Source: an optimization exercise on an open RTL-to-GDS flow (aim: small area and a short achievable clock period). Production flows keep margins and buffers that such runs may drop.
In this exercise RTL edits were held to simulation tests only and were not proved equivalent to the original.
Power figures rest on the tool's default switching activity, not on a simulated workload.

### flow/flow/run.sh
#!/bin/bash
# The standard ORFS layout, except that:
#  - the port buffers are plain buf_2 cells (the resizer would otherwise pick a
#    larger delay buffer for every port), and
#  - timing repair does not clone gates (a clone made by the last repair can
#    overload its weak driver after routing, with no repair_design after it).
# The make output of the whole flow goes to flow_make.log in the work folder;
# ORFS keeps each tool's own log under orfs/logs/.
set -euo pipefail
bash standard.sh "BUFFER_PORTS_ARGS=-inputs -outputs -buffer_cell sky130_fd_sc_hd__buf_2" \
    SKIP_GATE_CLONING=1 finish > flow_make.log 2>&1
### flow/standard.sh
#!/bin/bash
# synth_recipe.tcl (not shown) runs the flow's synth.tcl, then flattens the netlist and writes it again
# the make line also repeats each setting of config.mk as NAME=value (left out here)
make -C /OpenROAD-flow-scripts/flow DESIGN_CONFIG=/design/flow/config.mk WORK_HOME=/design/flow/orfs CLKGATE_MAP_FILE= SYNTH_SCRIPT=/design/flow/synth_recipe.tcl "${@:-finish}"
### flow/config.mk
export PLATFORM = sky130hd
export DESIGN_NAME = CPU
export DESIGN_NICKNAME = CPU
export VERILOG_FILES = /design/flow/design.v
export SDC_FILE = /design/flow/constraint.sdc
export NUM_CORES = 4
export LEC_CHECK = 0
export CAP_MARGIN = 20
export CELL_PAD_IN_SITES_DETAIL_PLACEMENT = 1
export CORE_MARGIN = 2
export CORE_UTILIZATION = 50
export CTS_BUF_LIST = sky130_fd_sc_hd__clkbuf_16
export CTS_CLUSTER_DIAMETER = 70
export CTS_CLUSTER_SIZE = 26
export PLACE_DENSITY = 0.6
export SETUP_SLACK_MARGIN = 4.0
export SLEW_MARGIN = 20
export SYNTH_HIERARCHICAL = 1
export SYNTH_MINIMUM_KEEP_SIZE = 0
export TNS_END_PERCENT = 5
### flow/constraint.sdc
create_clock -name core_clock -period 12.0 [get_ports {clk}]
set_input_delay 2.4000 -clock core_clock [delete_from_list [all_inputs] [get_ports {clk}]]
set_output_delay 2.4000 -clock core_clock [all_outputs]
set_load 0.01 [all_outputs]
### flow/design.v
`timescale 1ns / 1ps
module RegDec (input [4:0] r, input [31:1] valid, output [31:1] sel);
    genvar i;
    generate
        for (i = 1; i < 32; i = i + 1) begin : d
            assign sel[i] = valid[i] & (r == i);
        end
    endgenerate
endmodule
module ReadPortN (input [32*31-1:0] regs, input [31:1] sel, output reg [31:0] dn);
    integer k;
    always @(*) begin
        dn = 32'hffffffff;
        for (k = 1; k < 32; k = k + 1)
            dn = dn & ~({32{sel[k]}} & regs[32*(k-1) +: 32]);
    end
endmodule
module AddrAdd (input [31:0] an, input [15:0] imm, output [31:0] s);
    assign s = ~(an - {{16{imm[15]}}, imm});
endmodule
module CPU (
    input clk,
    input RST,
    output [31:0] imem_addr,
    input  [31:0] imem_data,
    output [31:0] dmem_addr,
    output [31:0] dmem_wdata,
    output dmem_we,
    input  [31:0] dmem_rdata
    );
    wire [31:0] ins = imem_data;
    wire [5:0]  op  = ins[31:26];
    wire [4:0]  rs  = ins[25:21];
    wire [4:0]  rt  = ins[20:16];
    wire [4:0]  rd  = ins[15:11];
    wire [4:0]  sa  = ins[10:6];
    wire [5:0]  fn  = ins[5:0];
    wire [15:0] imm = ins[15:0];
    wire op_r    = (op == 6'h00);
    wire op_addi = (op == 6'h08);
    wire op_ori  = (op == 6'h0d);
    wire op_lw   = (op == 6'h23);
    wire op_sw   = (op == 6'h2b);
    wire op_beq  = (op == 6'h04);
    wire op_bne  = (op == 6'h05);
    wire op_bgtz = (op == 6'h07);
    wire op_j    = (op == 6'h02);
    wire op_halt = (op == 6'h3f);
    wire f_sub = op_r & (fn == 6'h23);
    wire f_and = op_r & (fn == 6'h24);
    wire f_or  = op_r & (fn == 6'h25);
    wire f_sll = op_r & (fn == 6'h00);
    wire f_slt = op_r & (fn == 6'h2a);
    wire no_wr = op_sw | op_beq | op_bne | op_bgtz | op_j | op_halt;
    wire wr_rt = op_lw | op_addi | op_ori;
    wire is_branch = op_beq | op_bne | op_bgtz;
    wire sel_add = ~(wr_rt | f_sub | f_and | f_or | f_sll | f_slt);
    reg [31:1] valid;
    wire [31:0] wdata;
    wire [4:0]  wa = wr_rt ? rt : rd;
    wire        we = ~no_wr;
    always @(posedge clk or negedge RST) begin
        if (!RST) valid <= 31'd0;
        else if (we && wa != 5'd0) valid[wa] <= 1'b1;
    end
    wire [32*31-1:0] regs;
    wire [31:1] s1, s2;
    genvar i;
    generate
        for (i = 1; i < 32; i = i + 1) begin : r
            reg [31:0] q;
            always @(posedge clk)
                if (we && wa == i) q <= wdata;
            assign regs[32*(i-1) +: 32] = q;
        end
    endgenerate
    RegDec u_dec1 (.r(rs), .valid(valid), .sel(s1));
    RegDec u_dec2 (.r(rt), .valid(valid), .sel(s2));
    wire [31:0] an, bn;
    ReadPortN u_rp1 (.regs(regs), .sel(s1), .dn(an));
    ReadPortN u_rp2 (.regs(regs), .sel(s2), .dn(bn));
    wire [31:0] a = ~an;
    wire [31:0] b = ~bn;
    wire [31:0] simm = {{16{imm[15]}}, imm};
    wire [31:0] asum;
    AddrAdd u_aadd (.an(an), .imm(imm), .s(asum));
    wire        sub  = f_sub | f_slt | is_branch;
    wire [32:0] dsum = {1'b0, a} + {1'b0, b ^ {32{sub}}} + {32'd0, sub};
    wire [31:0] d    = dsum[31:0];
    wire        lt   = (a[31] ^ b[31]) ? a[31] : d[31];
    wire [31:0] ob   = op_ori ? {16'd0, imm} : b;
    wire [31:0] shl  = b << sa;
    wire [31:0] alu =
        ({32{op_addi}}          & asum) |
        ({32{sel_add | f_sub}}  & d) |
        ({32{f_and}}            & (a & b)) |
        ({32{f_or | op_ori}}    & (a | ob)) |
        ({32{f_sll}}            & shl) |
        ({32{f_slt}}            & {31'd0, lt});
    assign wdata = op_lw ? dmem_rdata : alu;
    assign dmem_addr  = asum;
    assign dmem_wdata = b;
    assign dmem_we    = op_sw;
    reg [31:2] pc;
    assign imem_addr = {pc, 2'b00};
    wire [17:2] pc_lo = pc[17:2];
    wire [31:18] pc_hi = pc[31:18];
    wire [16:0] lo4  = {1'b0, pc_lo} + 17'd1;
    wire [16:0] lobr = {1'b0, pc_lo} + {1'b0, imm} + 17'd1;
    wire [31:18] hi_inc = pc_hi + 14'd1;
    wire [31:18] hi_dec = pc_hi - 14'd1;
    wire [31:2] pc4  = {lo4[16] ? hi_inc : pc_hi, lo4[15:0]};
    wire [31:18] hibr = lobr[16] ? (imm[15] ? pc_hi : hi_inc) : (imm[15] ? hi_dec : pc_hi);
    wire [31:2] pcbr = {hibr, lobr[15:0]};
    wire eq   = (a == b);
    wire taken = (op_beq & eq) | (op_bne & ~eq) | (op_bgtz & ~eq & ~d[31]);
    wire [31:2] npc = op_halt ? pc :
                      op_j    ? {pc[31:28], ins[25:0]} :
                      taken   ? pcbr : pc4;
    always @(posedge clk or negedge RST) begin
        if (!RST) pc <= 30'd0;
        else pc <= npc;
    end
endmodule
==> results list, run 1 <==
- Critical Path Fanout Max: 7
- Port Buffer Count: 160
- Multi-input combinational cell area: about 22000 sq um
- Clock-pin slew was measured on the worst setup and hold paths at approximately 90 ps.
- Total Neg Setup Slack: 0 ps
- VDD sags by at most between 0.1 and 0.15 mV.
* Maximum number of buffers from clock root to sink: 3
- Setup violations remaining at the end of the flow were counted as 0.
- The detail route stage leaves a number of antenna-violating nets equal to 0.
- The library cell used most frequently in the layout, excluding fill and tap cells, is sky130_fd_sc_hd__edfxtp_1.
- Async SR Flop Fraction: 5.793%
- Detailed-route vias per instance: 7.532
- In this run the cell area of the synthesized design comes to roughly 53000 sq um.
- Reg2reg end: pc[25]
- Max Freq: roughly 110 MHz
* Cell at the root of the clock tree: sky130_fd_sc_hd__clkbuf_16
- The number of antenna violations at the first check in global routing came to 3.
- Final Skew: just under 70 ps
- Synthesized instance count: a little over 4000
- After synthesis, flip-flops and latches occupy 58.55% of the total area.
* Storage element area: between 30000 and 40000 sq um
- The synthesized design contains around 1000 enable-type register cells.
* Sink of the worst hold path: pc[31]
- Power spread over the standard cell area amounts to 193.3 nW/um^2.
- Vertical extent of the die: about 330 um
- Dpl hpwl: approximately 140000 um
- Clock tree synthesis found a total of 1053 sinks.
- Worst Hold Launch: pc[31]
* Endpoint arrival time on the critical path: approximately 6500 ps
* Routed WL per cell: about 38 um
- Number of max-cap violations: 0
* Transition at the pin with the smallest max-transition slack: around 1000 ps
* Final hold violation count: 0
- The die covers 109600 sq um.
* Die Span X: roughly 330 um
* Reg2Reg Depth: 20
- Compared with the post-synthesis result, the final layout area differs by 14.38%.
- Most common flop cell mapped by yosys: sky130_fd_sc_hd__edfxtp_1
* Fillcell total: between 10000 and 15000
- After floorplanning, the core was divided into between 100 and 150 placement rows.
- The number of clock buffers added by TritonCTS is between 60 and 70.
* Global-route wire length before repair: between 300000 and 400000 um
* Highest-count cells in the layout ignoring fill and taps: sky130_fd_sc_hd__edfxtp_1, sky130_fd_sc_hd__a22oi_1, sky130_fd_sc_hd__nand4_1
- Number of flip-flops and latches in the synthesized netlist: between 1000 and 1500
- For this block, the initial DRC count from the detailed router was 6219.
- Avg Synthesized Cell Area: between 10 and 15 sq um
- Sort of element at the end of the critical path: output port
* Fin crit share: about 74%
- Clock latency reported for the late side of the worst-skew pair: roughly 700 ps
- The tightest min-delay check is of the reg2reg type.
* Hold buffers post-CTS: 0
- Data on the critical path is required at its endpoint by 9600 ps.
- Setup CP Type: in2out
- For this run, the post-layout net count is 4573.
* Effective utilization at floorplan: around half
- Detailed Routing Iterations Pass 1: 7
- Yosys warnings: 8
- The H-tree generated during clock tree synthesis spans 3 levels.
- I/O pin cnt: roughly 160
- Summed over all layers, the routed wires come to about 220000 um.
- Cells on Worst Hold Path: 1
- Of the cells placed in the final design, the portion with a size suffix greater than 1 is 21.07%.
- Placeable core area: about 110000 sq um
- Reg2Reg Launch Point: valid[1]
- Critical path startpoint category: input port
- Slack of the worst reg-to-reg path: approximately 5000 ps
- Setup repair after global routing could not meet its margin everywhere.
- The worst pin sits at a relative slew slack of about a third.
- GRT Total Usage: between 30 and 40%
- For this block, the via count after detailed routing is roughly 44000.
- For this run the aggregate overflow at the end of global routing stands at 0.
- The final number of max-transition violations came to 0.
- Number of distinct standard cells referenced by the synthesized netlist: 97
- Final hold slack: 473.5 ps
* DRC viols: 0
* Clock period minus final worst setup slack: about 8900 ps
* Static power due to leakage: about 21 nW
* Final RePlAce weighted congestion: 0.9692
- TritonCTS built the clock tree.
* Number of global-route vias before repair: 44040
- The run finished with no timing, DRC or antenna violations.
- Largest net degree at the start of global routing: between 60 and 70
==> stage by stage <==
stage | cell area [sq um] | instances | setup slack, ps | total power, mW | util, %
global placement | 56130 | 5572 | 2135 | 8.648 | 53.10
detailed placement | 56130 | 5572 | 2018 | 8.751 | 53.10
floorplan | 53480 | 4158 | 4036 | 7.188 | -
CTS | 60510 | 5794 | 3286 | 11.58 | 57.24
finish | 61170 | 5827 | 3075 | 11.83 | 57.86
global route | 61160 | 5824 | 2959 | 12.17 | 57.86
==> modules after synthesis, one instance, submodules excluded <==
module     flops+latches  area (sq um)  copies in the design  cells
AddrAdd                0          1729                     1    257
CPU                 1053         40120                     1   2404
ReadPortN              0          5498                     2    701
RegDec                 0         317.8                     2     47
==> state kept, by name (all words and copies together), names as in the netlist <==
register / cells
r.q: 992
valid: 31
pc: 30
==> kinds of logic (layout without fill, tap and decap cells) <==
| logic type | count (synthesis) | after routing | synth area share (%) |
|---|---|---|---|
| other | 1 | 6 | 0.007012 |
| xor gates and xnor gates | 129 | 129 | 2.127 |
| muxes | 84 | 84 | 1.867 |
| adders and majority gates | 125 | 125 | 2.967 |
| AOI/OAI and AO/OA | 1489 | 1489 | 21.81 |
| DFF | 1053 | 1053 | 58.55 |
| and+or+nand+nor | 885 | 885 | 9.274 |
| buffers and inverters | 391 | 665 | 3.397 |
==> timing repair <==
action,4_1_cts,5_1_grt
gates resized for setup,197,69
setup buffers,103,29
endpoints found under the setup margin,596,552
cloned,0,0
pin swaps,112,62
==> Yosys cell counts, types with 26 or more instances <==
cell,count,area share (%)
sky130_fd_sc_hd__a221o_1,26,0.49
sky130_fd_sc_hd__o21ai_0,106,0.99
sky130_fd_sc_hd__a22oi_1,513,7.2
sky130_fd_sc_hd__inv_1,115,0.81
sky130_fd_sc_hd__clkbuf_1,190,1.3
sky130_fd_sc_hd__a221oi_2,52,1.5
sky130_fd_sc_hd__a222oi_1,64,1.2
sky130_fd_sc_hd__xnor2_1,84,1.4
sky130_fd_sc_hd__o21bai_1,26,0.36
sky130_fd_sc_hd__a21o_1,40,0.56
sky130_fd_sc_hd__buf_2,27,0.25
sky130_fd_sc_hd__nand4_1,215,2.5
sky130_fd_sc_hd__a21oi_1,142,1.3
sky130_fd_sc_hd__nor3_1,37,0.35
sky130_fd_sc_hd__edfxtp_1,992,56
sky130_fd_sc_hd__a221oi_1,172,2.8
sky130_fd_sc_hd__nand3_1,42,0.39
sky130_fd_sc_hd__mux2i_1,57,1.1
sky130_fd_sc_hd__xor2_1,44,0.72
sky130_fd_sc_hd__nor3_2,56,1.0
sky130_fd_sc_hd__nor2_1,154,1.1
sky130_fd_sc_hd__and3_1,82,0.96
sky130_fd_sc_hd__nand2_1,175,1.2
sky130_fd_sc_hd__dfrtp_1,61,2.9
sky130_fd_sc_hd__ha_1,122,2.9
sky130_fd_sc_hd__a22o_1,190,3.1
==> area by class of cell <==
cell class              instances  share of cell area, %
flip-flops and latches       1053                  51.19
multi-input cells            2714                  35.85
repair buffers                429                  5.535
well taps                    1391                  2.845
clock buffers                  68                  2.782
clock inverters                51                  1.060
inverters                     117                 0.7180
diodes                          4                0.01636
==> worst max-delay path: stages <==
cell,delay [ps]
sky130_fd_sc_hd__buf_12,100
sky130_fd_sc_hd__buf_8,120
sky130_fd_sc_hd__buf_6,100
sky130_fd_sc_hd__nor3b_4,50
sky130_fd_sc_hd__and3_4,260
sky130_fd_sc_hd__buf_6,140
sky130_fd_sc_hd__a22o_4,240
sky130_fd_sc_hd__a221oi_4,250
sky130_fd_sc_hd__nand4_1,510
sky130_fd_sc_hd__nor3_4,340
sky130_fd_sc_hd__buf_6,150
sky130_fd_sc_hd__ha_4,220
sky130_fd_sc_hd__a21oi_4,170
sky130_fd_sc_hd__buf_4,130
sky130_fd_sc_hd__buf_4,110
sky130_fd_sc_hd__nor4_1,50
sky130_fd_sc_hd__a21oi_1,290
sky130_fd_sc_hd__o21ai_4,120
sky130_fd_sc_hd__a21oi_2,190
sky130_fd_sc_hd__buf_4,140
sky130_fd_sc_hd__xor2_1,240
sky130_fd_sc_hd__buf_2,190
==> report_power, final <==
part,switching (mW),internal [mW]
registers,0.202,5.04
clock network,1.45,1.15
logic,2.71,1.27
==> how the worst max path moves through the flow <==
stage	from	end	slack, ps
floorplan	imem_data[25]	dmem_addr[26]	4040
global placement	imem_data[22]	dmem_addr[26]	2140
detailed placement	imem_data[22]	dmem_addr[26]	2020
CTS	imem_data[24]	dmem_addr[29]	3290
global route	imem_data[23]	dmem_addr[21]	2960
finish	imem_data[23]	dmem_addr[23]	3070
==> per-layer routing <==
| metal | part of all wire [%] | up-vias | global-route usage [%] |
|---|---|---|---|
| met5 | 0 | - | 0 |
| met4 | 6.4 | 0 | 21.51 |
| met3 | 11 | 783 | 9.197 |
| met2 | 46 | 3134 | 63.57 |
| met1 | 36 | 22300 | 50.38 |
| li1 | - | 17680 | - |
==> inputs of run 2 (changes only) <==
--- a/flow/config.mk
+++ b/flow/config.mk
@@ -8,13 +8,13 @@
 export CAP_MARGIN = 20
 export CELL_PAD_IN_SITES_DETAIL_PLACEMENT = 1
 export CORE_MARGIN = 2
-export CORE_UTILIZATION = 50
+export CORE_UTILIZATION = 53
 export CTS_BUF_LIST = sky130_fd_sc_hd__clkbuf_16
 export CTS_CLUSTER_DIAMETER = 70
 export CTS_CLUSTER_SIZE = 26
-export PLACE_DENSITY = 0.6
-export SETUP_SLACK_MARGIN = 4.0
+export PLACE_DENSITY = 0.63
+export SETUP_SLACK_MARGIN = 4.5
 export SLEW_MARGIN = 20
 export SYNTH_HIERARCHICAL = 1
 export SYNTH_MINIMUM_KEEP_SIZE = 0
-export TNS_END_PERCENT = 5
+export TNS_END_PERCENT = 1
==> results list, run 2 <==
- Cell at the root of the clock tree: sky130_fd_sc_hd__clkbuf_16
* Starting DRC count in detailed routing: 6996 (+12%)
* Post-synth EDFFs: 992 (unchanged)
- Register containing the most flip-flops in the final layout: r.q
- Final hold violation count: 0 (unchanged)
- Cells on Worst Hold Path: 1 (unchanged)
- Antenna Diode Count: 0 (-4)
- Dpl hpwl: 141300 um (+2.9%)
* Endpoint arrival time on the critical path: 6470 ps (-60 ps)
- The die area came to 103500 sq um (-5.6%).
- Clock tree from TritonCTS: done
* Cell Rows: 116 (-2.5%)
* Number of global-route vias before repair: 45680 (+3.7%)
- The final number of setup-violating endpoints was 0 (unchanged).
- I/O pin cnt: 163 (unchanged)
- Vertical extent of the die: 321.7 um (-2.8%)
- The vias per cell is 7.870 (+4.5%).
- Avg Synthesized Cell Area: 12.87 sq um (unchanged)
* Worst-case setup slack after placement: 2215 ps (+196.9 ps)
* Run status: no timing/DRC/antenna violations
- The flip-flop count of the largest register after layout came to 992 (unchanged).
* Clock period minus final worst setup slack: 8872 ps (-53.54 ps)
- Unrepaired setup endpoints after global routing: true
* Highest-count cells in the layout ignoring fill and taps: sky130_fd_sc_hd__edfxtp_1, sky130_fd_sc_hd__a22oi_1, sky130_fd_sc_hd__buf_4
- The number of nets with antenna violations after routing is 0 (unchanged).
* Fraction of power consumed by sequential logic: 43.9% (-0.4 points)
* Biggest area contributors in the synthesized netlist: sky130_fd_sc_hd__edfxtp_1, sky130_fd_sc_hd__a22oi_1, sky130_fd_sc_hd__a22o_1, sky130_fd_sc_hd__dfrtp_1, sky130_fd_sc_hd__ha_1
- The length of the first detailed-routing pass in iterations came to 11 (+4).
* Number of flip-flops and latches in the synthesized netlist: 1053 (unchanged)
- The fraction of the cycle the final worst path needs came to 73.93% (-0.45 points).
* Most common flop cell mapped by yosys: sky130_fd_sc_hd__edfxtp_1
- Maximum number of buffers from clock root to sink: 3 (unchanged)
- The maximum clock frequency is 112.7 MHz (+0.60%).
* Post-synth design cell area: 53480 sq um (unchanged)
* Mux cell area share after synthesis: 1.867% (unchanged)
- The setup TNS was 0 ps (unchanged).
- Placeable core area: 100000 sq um (-5.4%)
- Layout area overhead: 15.18%
- By area, the combinational part of the netlist is dominated by compound AO/OA/AOI/OAI gates.
- The initial core utilization is 53.48% (+2.9 points).
* Internal power: 7.511 mW (+0.64%)
- The final net count came to 4596 (+0.50%).
- The clock-pin slew on the worst setup and hold paths is 90 ps (about the same).
* Fraction of layout instances using a drive strength above 1: 21.64% (+0.56 points)
- Sequential fraction of the synthesis area: 58.55% (unchanged)
- The largest fanout on the critical path came to 17 (+10).
- DRC viols: 0 (unchanged)
* Reg2Reg Depth: 19 (-5.0%)
- Max Transition Viols Final: 0 (unchanged)
* Number of antenna violations at the first check in global routing: 6 (+3)
- Worst Hold Launch: pc[31]
- The xor/xnor cell area share of the yosys netlist was 2.127% (unchanged).
- Synth top cells by count: sky130_fd_sc_hd__edfxtp_1, sky130_fd_sc_hd__a22oi_1, sky130_fd_sc_hd__nand4_1
* Largest voltage drop on the vdd net: 0.1676 mV (+29%)
- Largest net degree at the start of global routing: 62 (unchanged)
* Inserted Clock Buffers: 66 (-1.5%)
- Complex-gate fraction of the synthesized area: 21.81% (unchanged)
- Power Dens Cells: 194.0 nW/um^2 (+0.36%)
* Global-route wire length before repair: 321900 um (+3.1%)
* Final hold slack: 482.9 ps (+9.322 ps)
- Leading cell type in the layout, fill and taps excluded: sky130_fd_sc_hd__edfxtp_1
* Reg2reg end: pc[30]
* Clock sink count: 1053 (unchanged)
- Reg2Reg Launch Point: valid[2]
* Synthesized instance count: 4157 (unchanged)
- The quantity of hold-fixing buffers added after cts is 0 (unchanged).
- Slack of the worst reg-to-reg path: 5250 ps (+260 ps)
- Die Span X: 321.7 um (-2.8%)
- Sort of element at the end of the critical path: output port
- Async SR Flop Fraction: 5.793% (unchanged)
- Crit path required time: 9600 ps (about the same)
- The portion of synthesized cell area occupied by the leading cell type came to 55.70% (unchanged).
- Setup CP Type: in2out
- H-tree depth: 3 (unchanged)
- Final setup slack of the worst path: 3128 ps (+53.54 ps)
- Critical path startpoint category: input port
- Logic pwr share: 34.2% (+0.5 points)
* Cell taking the most area after synthesis: sky130_fd_sc_hd__edfxtp_1
- The total of warnings raised by yosys came to 8 (unchanged).
* Switching power: 4.441 mW (+1.8%)
- For hold timing, the worst endpoint is pc[31].
- The global placement routability congestion came to 0.9942 (+2.6%).
- Final Skew: 49.24 ps (-19.09 ps)
- Grt total ovfl: 0 (unchanged)
- Clock latency reported for the late side of the worst-skew pair: 690 ps (about the same)
- Port Buffer Count: 160 (unchanged)
- The tightest min-delay check is of the reg2reg type.
* Largest registers: r.q x992, valid x31, pc x30
* Number of max-cap violations: 0 (unchanged)
* Transition at the pin with the smallest max-transition slack: 1206 ps (+198.4 ps)
- The post-route core utilization is 61.60% (+3.7 points).
- Post-Synth Adder-Cell Area: 2.967% (unchanged)
* Number of distinct standard cells referenced by the synthesized netlist: 97 (unchanged)
- The worst slew slack as a fraction of its limit came to 19.62% (-13 points).
- The static power due to leakage came to 21.68 nW (+0.90%).
- The total wirelength of the detailed-routed design was 231400 um (+3.6%).
- The number of vias in the routed layout was 45250 (+3.1%).
- The proportion of total power due to net switching is 37.16% (+0.27 points).
* Routed WL per cell: 40.25 um (+5.0%)
- The most common cell in the synthesized netlist is sky130_fd_sc_hd__edfxtp_1.
* GRT Total Usage: 43.51% (+3.7 points)
- The share of synthesized cell area in and, or, nand and nor gates was 9.274% (unchanged).
* Clock power share: 21.9% (about the same)
[run 2: routing by layer]
metal,track usage [%],share of wire (%),up-vias
met2,68.37,45,3780
met1,52.67,34,22800
met3,11.51,13,932
li1,-,-,17720
met5,0.04728,0.097,-
met4,29.55,7.4,8
[run 2: what timing repair did]
action	in CTS	in global routing
buffers inserted	94	54
pin swaps	92	73
endpoints found under the setup margin	773	857
resized for setup	221	94
[run 2: final cells by class]
type	instances	area, sq um
Clock inverter	46	659.4
Inverter	117	439.2
Sequential cell	1053	31320
Tap cell	1298	1624
Clock buffer	68	1702
Timing Repair Buffer	453	3785
Fill cell	9613	38400
Multi-Input combinational cell	2714	22070
[run 2: kinds of logic after synthesis]
family / after synthesis
other cells: 1
simple gates: 885
compound gates: 1489
mux: 84
buf+inv: 391
flops: 1053
xor+xnor: 129
fa+ha+maj: 125
[run 2: how the worst max path moves through the flow]
stage                   from  cells after the start       endpoint  slack [ps]
6_report       imem_data[25]                     19  dmem_addr[31]        3130
5_1_grt        imem_data[22]                     20  dmem_addr[31]        3030
4_1_cts        imem_data[21]                     18  dmem_addr[29]        3290
3_5_place_dp   imem_data[17]                     20         pc[30]        2210
3_3_place_gp   imem_data[17]                     20         pc[30]        2330
2_1_floorplan  imem_data[26]                     17     r[10].q[0]        4170
[run 2: power by group through the flow]
stage                     logic, mW  clock network (mW)  registers [mW]
after floorplan                1.94                   0            5.26
after global placement         3.32                   0            5.30
after detailed placement       3.43                   0            5.31
after CTS                      3.71                2.62            5.23
after global routing           4.26                2.73            5.26
final                          4.08                2.62            5.25
[run 2: worst max-delay path, cell delays in order]
cell,delay [ps]
sky130_fd_sc_hd__buf_12,110
sky130_fd_sc_hd__buf_6,130
sky130_fd_sc_hd__nor2_1,300
sky130_fd_sc_hd__and3_4,590
sky130_fd_sc_hd__buf_12,280
sky130_fd_sc_hd__a221oi_1,120
sky130_fd_sc_hd__nand4_1,340
sky130_fd_sc_hd__nor3_4,40
sky130_fd_sc_hd__buf_4,180
sky130_fd_sc_hd__ha_4,320
sky130_fd_sc_hd__o211ai_1,100
sky130_fd_sc_hd__nor2_2,220
sky130_fd_sc_hd__buf_4,150
sky130_fd_sc_hd__nand4_1,120
sky130_fd_sc_hd__o21ai_2,300
sky130_fd_sc_hd__a21oi_2,120
sky130_fd_sc_hd__o21ai_2,260
sky130_fd_sc_hd__xnor2_2,180
sky130_fd_sc_hd__buf_2,170
[run 2: stage by stage]
| step | cells | total power, mW | cell area (sq um) |
|---|---|---|---|
| after floorplan | 4158 | 7.200 | 53620 |
| after global placement | 5486 | 8.616 | 56090 |
| after detailed placement | 5487 | 8.738 | 56130 |
| after CTS | 5695 | 11.55 | 60680 |
| after global routing | 5749 | 12.24 | 61600 |
| final | 5749 | 11.95 | 61600 |
[run 2: Yosys stat by module (local to each module, per instance)]
module,flip-flops and latches,times used
AddrAdd,0,1
CPU,1053,1
ReadPortN,0,2
RegDec,0,2
==> inputs of run 3 (changes only) <==
--- a/flow/design.v
+++ b/flow/design.v
@@ -1,9 +1,9 @@
 `timescale 1ns / 1ps
-module RegDec (input [4:0] r, input [31:1] valid, output [31:1] sel);
+module RegDec (input [4:0] r, output [31:1] sel);
     genvar i;
     generate
         for (i = 1; i < 32; i = i + 1) begin : d
-            assign sel[i] = valid[i] & (r == i);
+            assign sel[i] = (r == i);
         end
     endgenerate
 endmodule
@@ -55,14 +55,10 @@
     wire wr_rt = op_lw | op_addi | op_ori;
     wire is_branch = op_beq | op_bne | op_bgtz;
     wire sel_add = ~(wr_rt | f_sub | f_and | f_or | f_sll | f_slt);
-    reg [31:1] valid;
     wire [31:0] wdata;
     wire [4:0]  wa = wr_rt ? rt : rd;
     wire        we = ~no_wr;
-    always @(posedge clk or negedge RST) begin
-        if (!RST) valid <= 31'd0;
-        else if (we && wa != 5'd0) valid[wa] <= 1'b1;
-    end
+    wire [31:0] wd = wdata & {32{RST}};
     wire [32*31-1:0] regs;
     wire [31:1] s1, s2;
     genvar i;
@@ -70,12 +66,12 @@
         for (i = 1; i < 32; i = i + 1) begin : r
             reg [31:0] q;
             always @(posedge clk)
-                if (we && wa == i) q <= wdata;
+                if (!RST || (we && wa == i)) q <= wd;
             assign regs[32*(i-1) +: 32] = q;
         end
     endgenerate
-    RegDec u_dec1 (.r(rs), .valid(valid), .sel(s1));
-    RegDec u_dec2 (.r(rt), .valid(valid), .sel(s2));
+    RegDec u_dec1 (.r(rs), .sel(s1));
+    RegDec u_dec2 (.r(rt), .sel(s2));
     wire [31:0] an, bn;
     ReadPortN u_rp1 (.regs(regs), .sel(s1), .dn(an));
     ReadPortN u_rp2 (.regs(regs), .sel(s2), .dn(bn));
--- a/flow/config.mk
+++ b/flow/config.mk
@@ -8,13 +8,13 @@
 export CAP_MARGIN = 20
 export CELL_PAD_IN_SITES_DETAIL_PLACEMENT = 1
 export CORE_MARGIN = 2
-export CORE_UTILIZATION = 53
+export CORE_UTILIZATION = 50
 export CTS_BUF_LIST = sky130_fd_sc_hd__clkbuf_16
 export CTS_CLUSTER_DIAMETER = 70
 export CTS_CLUSTER_SIZE = 26
-export PLACE_DENSITY = 0.63
-export SETUP_SLACK_MARGIN = 4.5
+export PLACE_DENSITY = 0.6
+export SETUP_SLACK_MARGIN = 4.0
 export SLEW_MARGIN = 20
 export SYNTH_HIERARCHICAL = 1
 export SYNTH_MINIMUM_KEEP_SIZE = 0
-export TNS_END_PERCENT = 1
+export TNS_END_PERCENT = 5
==> results list, run 3 <==
- Run status: no timing/DRC/antenna violations
- The number of vias in the routed layout was 43330 (-4.2%).
* Effective utilization at floorplan: 50.35% (-3.1 points)
* Global-route wire length before repair: 310100 um (-3.7%)
- The count of buffering cells on the critical path with inverters included is 7 (+1).
- The total of warnings raised by yosys is 8 (unchanged).
- Register containing the most flip-flops in the final layout: r.q
* H-tree depth: 3 (unchanged)
- Maximum number of buffers from clock root to sink: 3 (unchanged)
- Number of max-cap violations: 0 (unchanged)
- Slack of the worst reg-to-reg path: 5840 ps (+590 ps)
* Critical Path Fanout Max: 32 (+15)
* Cells on Worst Hold Path: 1 (unchanged)
* Final hold violation count: 0 (unchanged)
- The length of the first detailed-routing pass in iterations was 6 (-5).
- Biggest area contributors in the synthesized netlist: sky130_fd_sc_hd__edfxtp_1, sky130_fd_sc_hd__a22oi_1, sky130_fd_sc_hd__a22o_1, sky130_fd_sc_hd__a221oi_1, sky130_fd_sc_hd__ha_1
* Transition at the pin with the smallest max-transition slack: 1100 ps (-105.9 ps)
- The flip-flop count of the largest register after layout is 992 (unchanged).
- Grt total ovfl: 0 (unchanged)
* Power Dens Cells: 234.0 nW/um^2 (+21%)
- Fin crit share: 75.91% (+2.0 points)
- The overall die height is 326.6 um (+1.5%).
- The number of filler cells placed in the layout is 9967 (+3.7%).
- Rel. slew slack: 26.45% (+6.8 points)
* Antenna Violating Nets Remaining: 0 (unchanged)
- Layout area overhead: 16.71%
- The insertion delay of the later-clocked pin in the worst-skew pair came to 680 ps (about the same).
- The aggregate global-route resource usage is 40.20% (-3.3 points).
* Reg2Reg Depth: 16 (-3)
- The count of standard-cell rows is 118 (+1.7%).
* Clock sink count: 1022 (-2.9%)
- The min-delay analysis places its worst path in the category reg2reg.
* Crit path required time: 9600 ps (about the same)
* Top Family by Delay on Critical Path: simple AND/OR/NAND/NOR gates
- Synth top cells by count: sky130_fd_sc_hd__edfxtp_1, sky130_fd_sc_hd__a22oi_1, sky130_fd_sc_hd__nand4_1
* Detailed-route vias per instance: 7.555 (-4.0%)
- The initial DRC count was 6419 (-8.2%).
- Crit-path slowest cell: sky130_fd_sc_hd__nand4_1
* Cell taking the most area after synthesis: sky130_fd_sc_hd__edfxtp_1
* Clock tree from TritonCTS: done
- The final critical-path required period came to 9109 ps (+237.0 ps).
* Dominant cell by count in the synthesized netlist: sky130_fd_sc_hd__edfxtp_1
- The area inside the core boundary came to 103300 sq um (+3.3%).
- Synthesized instance count: 4034 (-3.0%)
- Fraction of layout instances using a drive strength above 1: 23.37% (+1.7 points)
- The clock-pin slew on the worst setup and hold paths came to 70 ps (-20 ps).
- The async set-reset flop share out of synthesis was 2.935% (-2.9 points).
- The number of synthesized register bits is 1022 (-2.9%).
- The final number of max-transition violations is 0 (unchanged).
* Unrepaired setup endpoints after global routing: true
- The setup TNS was 0 ps (unchanged).
* Most common flop cell mapped by yosys: sky130_fd_sc_hd__edfxtp_1
- Static power due to leakage: 21.39 nW (-1.3%)
* Largest voltage drop on the vdd net: 0.1470 mV (-12%)
* Number of antenna violations at the first check in global routing: 7 (+1)
- Die Span X: 326.6 um (+1.5%)
* Nets: 4487 (-2.4%)
- I/O pin cnt: 163 (unchanged)
- By startpoint and endpoint, the worst setup path is classified as in2out.
* Number of global-route vias before repair: 44130 (-3.4%)
* Inserted Clock Buffers: 66 (unchanged)
- The tree is rooted in a sky130_fd_sc_hd__clkbuf_16.
* Largest stage delay, worst path: 530 ps (-60 ps)
- Sequential fraction of the synthesis area: 58.69% (+0.13 points)
- Leading cell type in the layout, fill and taps excluded: sky130_fd_sc_hd__edfxtp_1
* DRC viols: 0 (unchanged)
- Logic depth of the worst path, buffers included: 20 (+1)
- The total wirelength of the detailed-routed design is 220300 um (-4.8%).
- Worst path most repeated cell: sky130_fd_sc_hd__buf_6
* Critical path startpoint category: input port
- Port Buffer Count: 160 (unchanged)
- The die area was 106700 sq um (+3.1%).
- The count of flip-flops with a built-in enable after synthesis was 992 (unchanged).
- The setup skew after layout came to 37.98 ps (-11.26 ps).
- Routed WL per cell: 38.41 um (-4.6%)
* Avg Synthesized Cell Area: 12.90 sq um (+0.27%)
- The distinct cell type count after synthesis was 91 (-6.2%).
- Area share of the largest cell type after synthesis: 57.24% (+1.5 points)
- The global placement routability congestion is 0.9732 (-2.1%).
- The final number of setup-violating endpoints was 0 (unchanged).
- Post-route non-filler standard cell count: 5736 (-0.23%)
- STA classifies the critical path endpoint as an output port.
- Dpl hpwl: 133900 um (-5.3%)
* Cell count after placement: 5449 (-0.69%)
* Largest registers: r.q x992, pc x30
- In the layout the commonest cells are sky130_fd_sc_hd__edfxtp_1, sky130_fd_sc_hd__a22oi_1, sky130_fd_sc_hd__buf_4.
- Largest net degree at the start of global routing: 51 (-18%)
- The cell area after synthesis came to 52040 sq um (-2.7%).
* Critical-path cell list: buf_12 -> or3b_4 -> buf_4 -> nor2_4 -> buf_12 -> a22o_1 -> a221oi_2 -> nand4_1 -> nor3_4 -> buf_6 -> ha_4 -> nor2b_4 -> o211ai_1 -> nand4_1 -> buf_6 -> a21o_4 -> a21oi_4 -> buf_6 -> xor2_2 -> buf_2
* Endpoint arrival time on the critical path: 6710 ps (+240 ps)
* Max Freq: 109.8 MHz (-2.6%)
- The worst hold margin is 480.8 ps (-2.046 ps).
run 3: repair_timing:
action                     in CTS  in global routing
setup buffers                 142                 26
hold buffers                    0                  0
pin swaps                     125                 26
gates cloned                    0                  0
gates resized for setup       264                 27
setup endpoints to repair     641                669
run 3: per-layer routing:
metal / wire [um] / track usage, %
met1: 78530 / 50.30
met2: 102500 / 65.41
met3: 25250 / 7.682
met4: 14000 / 23.36
met5: 0 / 0
run 3: final cells by class:
cell class	instances	area [sq um]	share of cell area, %
Clock buffer	69	1727	2.843
Antenna cell	4	10.01	0.01648
Timing Repair Buffer	488	3976	6.547
Sequential cell	1022	30540	50.29
Tap cell	1380	1727	2.843
Inverter	107	401.6	0.6613
Clock inverter	46	548.0	0.9024
Multi-Input combinational cell	2620	21800	35.90
run 3: logic make-up (layout without fill, tap and decap cells):
| logic type | count (synthesis) | count (layout) | synth area share (%) |
|---|---|---|---|
| muxes | 67 | 67 | 1.801 |
| adders and majority gates | 116 | 116 | 2.832 |
| AOI/OAI and AO/OA | 1514 | 1514 | 22.61 |
| buffers and inverters | 393 | 710 | 3.518 |
| and+or+nand+nor | 800 | 800 | 8.507 |
| DFF | 1022 | 1022 | 58.69 |
| xor gates and xnor gates | 121 | 121 | 2.037 |
| other | 1 | 6 | 0.007206 |
run 3: worst register-to-register path, stage by stage (launching register included):
cell	delay (ps)
sky130_fd_sc_hd__edfxtp_1	410
sky130_fd_sc_hd__a22o_1	250
sky130_fd_sc_hd__a221oi_1	370
sky130_fd_sc_hd__nand4_1	450
sky130_fd_sc_hd__nor3_4	610
sky130_fd_sc_hd__inv_1	160
sky130_fd_sc_hd__ha_1	310
sky130_fd_sc_hd__nor4_1	600
sky130_fd_sc_hd__nand4_1	380
sky130_fd_sc_hd__nor2_1	490
sky130_fd_sc_hd__xnor2_1	140
sky130_fd_sc_hd__nor3_1	450
sky130_fd_sc_hd__o31a_1	540
sky130_fd_sc_hd__nand4_1	310
sky130_fd_sc_hd__o32ai_1	360
sky130_fd_sc_hd__nand2_1	110
sky130_fd_sc_hd__xnor2_1	130
run 3: modules after synthesis (local to each module, per instance):
module	cells inside	flip-flops and latches	cell area (sq um)
AddrAdd	257	0	1729
ReadPortN	701	0	5498
RegDec	46	0	217.7
CPU	2283	1022	38880
run 3: report_power, final:
part	switching, mW	internal (mW)
sequential	0.860	5.96
combinational	3.14	1.70
clock	1.38	1.17
run 3: per-stage QoR:
stage,power [mW],worst slack (ps),area [sq um],utilization [%]
after floorplan,8.917,4019,52040,-
after global placement,10.63,2032,55350,53.56
after detailed placement,10.86,1872,55390,53.60
after CTS,13.86,3295,60290,58.34
after global routing,14.69,2884,60720,58.76
final,14.21,2891,60730,58.76
run 3: worst paths after layout:
check	startpoint	endpoint
setup / recovery	imem_data[21]	dmem_addr[16]
hold / removal	pc[31]	pc[31]
setup reg to reg	r[9].q[29]	pc[31]
hold reg to reg	pc[31]	pc[31]
max in group asynchronous	RST	pc[10]
min in group asynchronous	RST	pc[28]

-- port drivers added, routing unchanged --
No port has a modelled driver above. Below, the same layouts with a new extraction and two added sets of constraints. Step 1 (the two cells are an assumption about what drives the block):
set clk [get_ports {clk}]
set_driving_cell -lib_cell sky130_fd_sc_hd__clkbuf_16 $clk
set_driving_cell -lib_cell sky130_fd_sc_hd__buf_2 [delete_from_list [all_inputs] $clk]
Step 2, shift: input delay + t, output delay - t, t = (earliest + latest rising clock arrival at the registers) / 2. This alone moves slack from input paths to output paths. Slacks: ideal ports / drivers / drivers and shift; pairs: ideal ports / drivers.
| run | t, ns | setup slack, ns | slew at the worst register clock pin (ns) |
|---|---|---|---|
| run 1 | 0.746 | 3.075 / 2.997 / 2.573 | 0.11 / 0.11 |
| run 2 | 0.742 | 3.128 / 3.052 / 2.781 | 0.11 / 0.11 |
| run 3 | 0.742 | 2.891 / 2.829 / 2.726 | 0.11 / 0.11 |
After both steps every run listed still meets setup and hold. For run 1, which loses most, drivers alone change the setup slack by -0.078 ns; drivers and shift together by -0.502 ns.
